From an optimization exercise on the open Yosys and OpenROAD flow, aimed at small area and a short achievable clock period; shortcuts taken in it are not production practice. The RTL of this run was laid out without a check of its function. The clock input has no modelled driver; a real chip could not lean on it and would need a root buffer or a full tree. Power figures rest on the tool's default switching activity, not on a simulated workload.

--- design.v ---
module moving_avg_filt(
  input clk,
  input signed [7:0] signal_in,
  output reg signed [7:0] signal_out
  );
  parameter N = 64;  
  reg signed [7:0] q [0:N-1];
  reg [13:0] ss;
  reg [13:0] sc;
  reg [13:0] acc;
  reg [5:0] phase;
  reg load;
  reg clear;
  integer i;
  wire [7:0] xu = {~signal_in[7], signal_in[6:0]};       
  wire [7:0] q0u = {~q[0][7], q[0][6:0]};                
  wire [7:0] yn = {q[N-1][7], ~q[N-1][6:0]};             
  wire [13:0] a = load ? acc : ss;
  wire [13:0] b = load ? {6'd0, q0u} : sc;
  wire [13:0] k = load ? 14'h2000 : 14'h3f00;
  wire [13:0] r1c = {k[13:8], xu};
  wire [13:0] s1 = a ^ b ^ r1c;
  wire [14:0] c1 = {(a & b) | (a & r1c) | (b & r1c), ~load};    
  wire [13:0] r2c = {6'd0, load ? 8'd0 : yn};
  wire [13:0] s2 = s1 ^ c1[13:0] ^ r2c;
  wire [14:0] c2 = {(s1 & c1[13:0]) | (s1 & r2c) | (c1[13:0] & r2c), 1'b0};
  wire [13:0] sum = ss + sc;
  always @(posedge clk) begin
    q[0] <= signal_in;
    for (i = 0; i < N - 1; i = i + 1)
      q[i + 1] <= q[i];
    phase <= phase + 6'd1;
    load <= (phase == 6'd62);
    clear <= (phase == 6'd0);
    ss <= s2;
    sc <= c2[13:0];
    acc <= (clear ? 14'd0 : acc) + {6'd0, q0u};
    signal_out <= sum[13:6];
  end
endmodule
--- flow/run.sh ---
#!/bin/bash
# Standard ORFS layout (standard synthesis unchanged) with port buffers of a
# plain buffer cell, no CTS dummy loads, a tighter setup repair target, and
# the clock tree's branch level removed after CTS (flow/collapse.tcl).
set -euo pipefail
bash standard.sh \
  BUFFER_PORTS_ARGS="-buffer_cell sky130_fd_sc_hd__buf_2" \
  CTS_ARGS="-sink_clustering_enable -repair_clock_nets -dont_use_dummy_load -sink_clustering_size 34 -sink_clustering_max_diameter 70 -buf_list {sky130_fd_sc_hd__clkbuf_16}" \
  POST_CTS_TCL="$PWD/flow/collapse.tcl" \
  SETUP_SLACK_MARGIN=5.4 \
  finish > flow.log 2>&1
--- flow/collapse.tcl ---
# Remove the branch level of the clock tree: every clock buffer that the root
# buffer drives and that itself drives only clock buffers is taken out, and the
# buffers it drove are fed by the root buffer directly. All leaf buffers stay
# one level below the root, so every register's clock keeps the same depth.
set block [ord::get_db_block]
set clk_net [$block findNet clk]
set root ""
foreach it [$clk_net getITerms] {
  if {[$it isInputSignal]} { set root [$it getInst] }
}
set root_out [[$root findITerm X] getNet]
set removed 0
foreach it [$root_out getITerms] {
  set inst [$it getInst]
  if {$inst == $root} { continue }
  set x [$inst findITerm X]
  if {$x == "NULL" || $x == ""} { continue }
  set out [$x getNet]
  set loads {}
  set all_bufs 1
  foreach lt [$out getITerms] {
    if {[$lt getInst] == $inst} { continue }
    if {![string match "sky130_fd_sc_hd__clkbuf_*" [[[$lt getInst] getMaster] getName]]} { set all_bufs 0 }
    lappend loads $lt
  }
  if {!$all_bufs} { continue }
  foreach lt $loads {
    $lt disconnect
    $lt connect $root_out
  }
  $x disconnect
  $it disconnect
  odb::dbInst_destroy $inst
  odb::dbNet_destroy $out
  incr removed
}
puts "collapse.tcl: removed $removed branch clock buffers"
estimate_parasitics -placement
report_clock_skew
--- standard.sh ---
#!/bin/bash
# synth_recipe.tcl (not shown) runs the flow's synth.tcl, then flattens the netlist and writes it again
# the make line also repeats each setting of config.mk as NAME=value (left out here)
make -C /OpenROAD-flow-scripts/flow DESIGN_CONFIG=/design/flow/config.mk WORK_HOME=/design/flow/orfs CLKGATE_MAP_FILE= SYNTH_SCRIPT=/design/flow/synth_recipe.tcl "${@:-finish}"
--- config.mk ---
export PLATFORM = sky130hd
export DESIGN_NAME = moving_avg_filt
export DESIGN_NICKNAME = moving_avg_filt
export VERILOG_FILES = /design/flow/design.v
export SDC_FILE = /design/flow/constraint.sdc
export NUM_CORES = 4
export LEC_CHECK = 0
export ABC_CLOCK_PERIOD_IN_PS = 2000
export CAP_MARGIN = 20
export CORE_MARGIN = 2
export CORE_UTILIZATION = 60
export HOLD_SLACK_MARGIN = 0
export PLACE_DENSITY = 0.75
export SLEW_MARGIN = 20
--- constraint.sdc ---
create_clock -name core_clock -period 8.0 [get_ports {clk}]
set_input_delay 1.6000 -clock core_clock [delete_from_list [all_inputs] [get_ports {clk}]]
set_output_delay 1.6000 -clock core_clock [all_outputs]
set_load 0.01 [all_outputs]
==> run summary <==
## per-layer routing
metal / part of all wire (%) / up-vias
li1: - / 2596
met1: 56 / 2308
met2: 39 / 31
met3: 2.4 / 28
met4: 2.6 / 0
met5: 0 / -
## flip-flops by register name (all words and copies together), names as in the netlist
signal	count
acc	14
clear	1
load	1
phase	6
q	512
sc	13
signal_out	8
ss	14
## synth_stat cells, drive strengths merged, types with 2 or more instances
master,n
a21oi,15
xnor2,21
inv,30
o21bai,5
ha,33
o211ai,2
nand2,5
fa,16
nor2b,17
o21ai,5
mux2,8
nand3,5
xor2,11
mux2i,11
and3,4
and2,3
a21o,7
nor3,3
dfxtp,569
nor2,18
buf,2
clkbuf,4
## cell families after synthesis
group                      after synthesis  synth area share, %
xor gates and xnor gates                32                 2.09
buffers and inverters                   36                 1.03
AOI/OAI and AO/OA                       41                 2.16
DFF                                    569                 85.1
and+or+nand+nor                         64                 2.65
muxes                                   19                 1.50
adders and majority gates               49                 5.48
## report_power, final
group | internal (mW) | switching (mW) | total, mW
Clock | 0.426 | 0.731 | 1.16
Combinational | 0.337 | 0.352 | 0.690
Sequential | 3.08 | 0.102 | 3.18
Total | 3.84 | 1.19 | 5.03
## area by class of cell
| class | instances | area share [%] |
|---|---|---|
| clock buffer | 19 | 3.32 |
| inverter | 30 | 0.839 |
| multi-input combinational | 205 | 13.1 |
| sequential | 569 | 79.6 |
| tap | 280 | 2.45 |
| timing repair buffer | 17 | 0.682 |
## final timing paths
check	cells past startpoint	start	slack, ns	end
max reg2reg	4	load$_DFF_P_	5.57	ss[7]$_DFF_P_
min reg2reg	0	q[2][5]$_DFF_P_	0.31	q[3][5]$_DFF_P_
min	0	q[2][5]$_DFF_P_	0.31	q[3][5]$_DFF_P_
max	1	signal_out[6]$_DFF_P_	5.45	signal_out[6]
==> run summary <==
* Status: finished clean
* Antenna violations before repair at 0
* Synth Net Count at 868
* Worst Hold Class: flop to flop
* Num rows at 54
* Post-synth cell types at 43
* Main area contributors after synthesis: dfxtp_1 85%, ha_1 3.1%, fa_1 2.4%
* Largest net degree at the start of global routing at 35
* Lkg Pwr at 6.03 nW
* First-pass GRT wire length at 24300 µm
* FF+latch area at 11400 µm²
* Placed cells at 1101
* RSZ-0062 raised after global routing: yes
* Cell family with most CP delay: flip-flops
* Grt met2 use at 18.0%
* Mapped cell area at 13400 µm²
* Setup WS pre-CTS at 5.11 ns
* GRT overflow at 0
* Fillcell total at 1584
* CTS Sinks at 569
* Fin cells at 1120
* M3 GR Usage at 3.74%
* Worst skew pair latency at 0.51 ns
* Critical path endpoint category: output port
* Setup-failing EPs final at 0
* Design Area, Final at 14300 µm²
* Reg clk slew, reported paths at 0.11 ns
* Final min period at 2.55 ns
* Placer Congestion at 0.720
* EDFF count, synth at 0
* # diodes at 0
* DR vias/cell at 4.43
* Syn Area/Cell at 16.5 µm²
* Post-Synthesis Cells at 810
* PnR worst setup slack at 5.45 ns
* Worst slew margin at 65.1%
* Setup TNS at 0 ns
* Worst vdd ir at 0.227 mV
* Ys async rst share at 0%
* Setup Skew at 0.0370 ns
* Syn. warnings at 2
* Finished Core Util at 65.4%
* Post-synth top area share at 85.1%
* I/O pins at 17
* Detailed Place HPWL at 8130 µm
* Most common cell after layout, fill and taps aside: dfxtp_1
* IO buf count at 16
* Layout Nets at 900
* CP max stage cell: dfxtp_2
* ANT nets after route at 0
* Routed WL per cell at 12.9 µm
* Upper clock frequency limit at 392 MHz
* Flops & latches, synth at 569
* Tcrit/Tclk final at 31.9%
* Sequential area share after synthesis at 85.1%
* DRC at 0
* Core area at 21900 µm²
* DRT Wirelength at 14500 µm
* Power Density at 351 nW/µm²
* Critical Path, Cell by Cell: buf_6
* Max Cap Viol at 0
* Path type of the worst setup path: flop to output port
* Initial core utilization at 61.2%
* Number of global-route vias before repair at 4879
* Die width at 153 µm
* DIE AREA at 23500 µm²
* Worst EP required at 6.40 ns
* Drt initial violations at 170
* Top Usage Layer GRT: met1
* WP buf/inv at 1
* Met1 usage at 19.9%
* Worst-Margin Slew at 0.524 ns
* Area taken by multi-input logic gates at 1880 µm²
* Area Overhead vs Synth at 6.94%
* Critical-path maximum fanout at 1
* Share of layout cells above drive strength 1 at 7.14%
* First-pass DRT Iterations at 4
* Post-synth top area cell: dfxtp_1
* Critical Path Max Stage Delay at 0.34 ns
* Ys flop type: dfxtp_1
* Die span in y at 153 µm
* Hold_ws at 0.314 ns
* Via count at 4963
* Most frequent cells in the layout: 565 x dfxtp_1, 32 x ha_1, 29 x inv_1
* Total track usage at 13.4%
* Final hold vios at 0
* Final Slew Violations at 0
* Placement Cell Area at 13800 µm²
* Critical Path Source Type: flop
* Arr. time, crit path at 0.95 ns
* Final total power at 5.03 mW

[static timing again, ports no longer ideal]
No port has a modelled driver above. Below, the same layout with a new extraction and two added sets of constraints.
Step 1, drivers: a clkbuf_16 drives clk and a buf_2 each remaining input, both assumed.
Step 2 also shifts input and output timing later by t, the mid clock arrival at the registers, as if the neighbouring blocks saw the same clock.
a / b / c = ideal / step 1 / step 2; a / b = the first two.
t (ns): 0.536
slack for setup (ns): 5.448 / 5.402 / 5.103
hold slack, ns: 0.314 / 0.314 / 0.314
worst register clock-pin slew, ns: 0.12 / 0.12
After both steps setup and hold are still met in this run. The setup slack of this run moves by -0.046 ns with the drivers and by -0.345 ns with both steps.
